This is an optimization exercise on Yosys and OpenROAD, whose aim is small area, a short achievable clock period and few clock cycles per item, not a production implementation.
In this exercise RTL edits were held to simulation tests only and were not proved equivalent to the original.
Power is estimated from default activity; no workload was simulated.

## run a
Design cache, start of the top module:
module cache
(
    input clk,
    input rst,
    input  [11:0]  cpu_adr,
    input  [127:0] cpu_dat_m,
    input  [15:0]  cpu_sel,
    input          cpu_cyc,
    input          cpu_stb,
    input          cpu_we,
    output [127:0] cpu_dat_s,
    output         cpu_ack,
    output         cpu_rty,
    output [11:0]  mem_adr,
    output [127:0] mem_dat_m,
    output [15:0]  mem_sel,
    output         mem_cyc,
    output         mem_stb,
    output         mem_we,
    input  [127:0] mem_dat_s,
    input          mem_ack,
    input          mem_rty
);
Size: roughly 2400 flip-flops, roughly 0.091 mm² of cells after synthesis.
Settings: LEC_CHECK=0, CAP_MARGIN=20, CORE_MARGIN=2, CORE_UTILIZATION=45, PLACE_DENSITY=0.6, SETUP_SLACK_MARGIN=4.0, SLEW_MARGIN=20, TNS_END_PERCENT=20; clock period 7.5 ns.
standard.sh (not shown) runs the stock make flow with config.mk's settings and CLKGATE_MAP_FILE= SYNTH_SCRIPT=/design/flow/synth_recipe.tcl, a recipe that flattens the netlist after the stock synthesis.
==> flow/flow/run.sh <==
#!/bin/bash
# Own layout flow: the standard ORFS flow (standard.sh) with three changes:
#  - synthesis maps the logic with Yosys's default ABC script (area-lean) instead of
#    ORFS's abc_speed script; everything else in the synthesis is the standard flow's own script
#    (synth_recipe.tcl), so the registers are the standard synthesis's;
#  - the port buffers are sky130_fd_sc_hd__buf_1 (resized later by the repair as needed);
#  - CTS clusters more sinks per clock buffer and adds no dummy loads.
# The tools' output goes to standard.log in the work folder (and ORFS's own logs under orfs/).
set -euo pipefail
W=$(pwd)

cat > "$W/own_synth.tcl" <<TCL
# ABC with its default script: drop ORFS's -script and -D arguments.
proc abc {args} {
  set out {}
  set skip 0
  foreach a \$args {
    if {\$skip} { set skip 0; continue }
    if {\$a eq "-script" || \$a eq "-D"} { set skip 1; continue }
    lappend out \$a
  }
  yosys abc {*}\$out
}
source $W/synth_recipe.tcl
TCL

bash "$W/standard.sh" \
  "SYNTH_SCRIPT=$W/own_synth.tcl" \
  "BUFFER_PORTS_ARGS=-buffer_cell sky130_fd_sc_hd__buf_1" \
  "CTS_ARGS=-sink_clustering_enable -repair_clock_nets -sink_clustering_size 18 -sink_clustering_max_diameter 70 -buf_list sky130_fd_sc_hd__clkbuf_16 -dont_use_dummy_load" \
  finish > "$W/standard.log" 2>&1
Testbench counts of run a, summed over its fixed seeds: cycles 112,077, items 32,000.
Setup changes, run a to run b
# run a
export LEC_CHECK = 0
export CAP_MARGIN = 20
export CORE_MARGIN = 2
export CORE_UTILIZATION = 45
export PLACE_DENSITY = 0.6
export SETUP_SLACK_MARGIN = 4.0
export SLEW_MARGIN = 20
export TNS_END_PERCENT = 20
create_clock -name core_clock -period 7.5 [get_ports {clk}]
# run b
export LEC_CHECK = 0
export CAP_MARGIN = 20
export CORE_MARGIN = 2
export CORE_UTILIZATION = 55
export PLACE_DENSITY = 0.65
export SETUP_SLACK_MARGIN = 4.0
export SLEW_MARGIN = 20
export TNS_END_PERCENT = 5
create_clock -name core_clock -period 7.5 [get_ports {clk}]
-- flow/flow/run.sh --
<<< run a, line 30
  "CTS_ARGS=-sink_clustering_enable -repair_clock_nets -sink_clustering_size 18 -sink_clustering_max_diameter 70 -buf_list sky130_fd_sc_hd__clkbuf_16 -dont_use_dummy_load" \
>>> run b, line 30
  "CTS_ARGS=-sink_clustering_enable -repair_clock_nets -sink_clustering_size 22 -sink_clustering_max_diameter 75 -buf_list sky130_fd_sc_hd__clkbuf_16 -dont_use_dummy_load" \
--- outcome ---
Of run a and run b, the run reporting the higher floorplan row count was run a.
The static leakage power of run b was superior to that of run a.
On number of DRC markers in iteration 0, run a beats run b.
Compare run a and run b | wire length higher: run a
Note that the layout buffer count excluding clock buffers recorded for run b amounts to 0.939 times the value seen in run a.
Sum of internal, switching and leakage power was higher in run a than in run b.
Delta (run b minus run a): internal portion of total power fell by about 3%; switching power saw a decrease; post-layout instance count excluding filler cells went down 6.6%.

==> separate check: timing with driven ports <==
Ports are ideal in the flow. The routed layouts listed here were re-timed in OpenROAD. Step 1: set_driving_cell puts a clkbuf_16 on clk and a buf_2 on each other input, an assumption about the parent block. Step 2 adds t to the input delays and takes it off the output delays; t is the mean of the earliest and latest rising clock arrival at the registers after step 1. Input paths then give back, and output paths get back, about the clock's delay inside the block. Three values: no drivers, after step 1, after step 2; two values: the first two.
| run | t (ns) | slack for setup (ns) | worst register clock-pin slew, ns |
|---|---|---|---|
| run a | 0.887 | 3.713 / 3.777 / 2.891 | 0.09 / 0.09 |
| run b | 0.855 | 3.593 / 3.639 / 2.784 | 0.09 / 0.09 |
After both steps every run listed still meets setup and hold. For run a, which loses most, drivers alone change the setup slack by +0.064 ns; drivers and shift together by -0.822 ns.
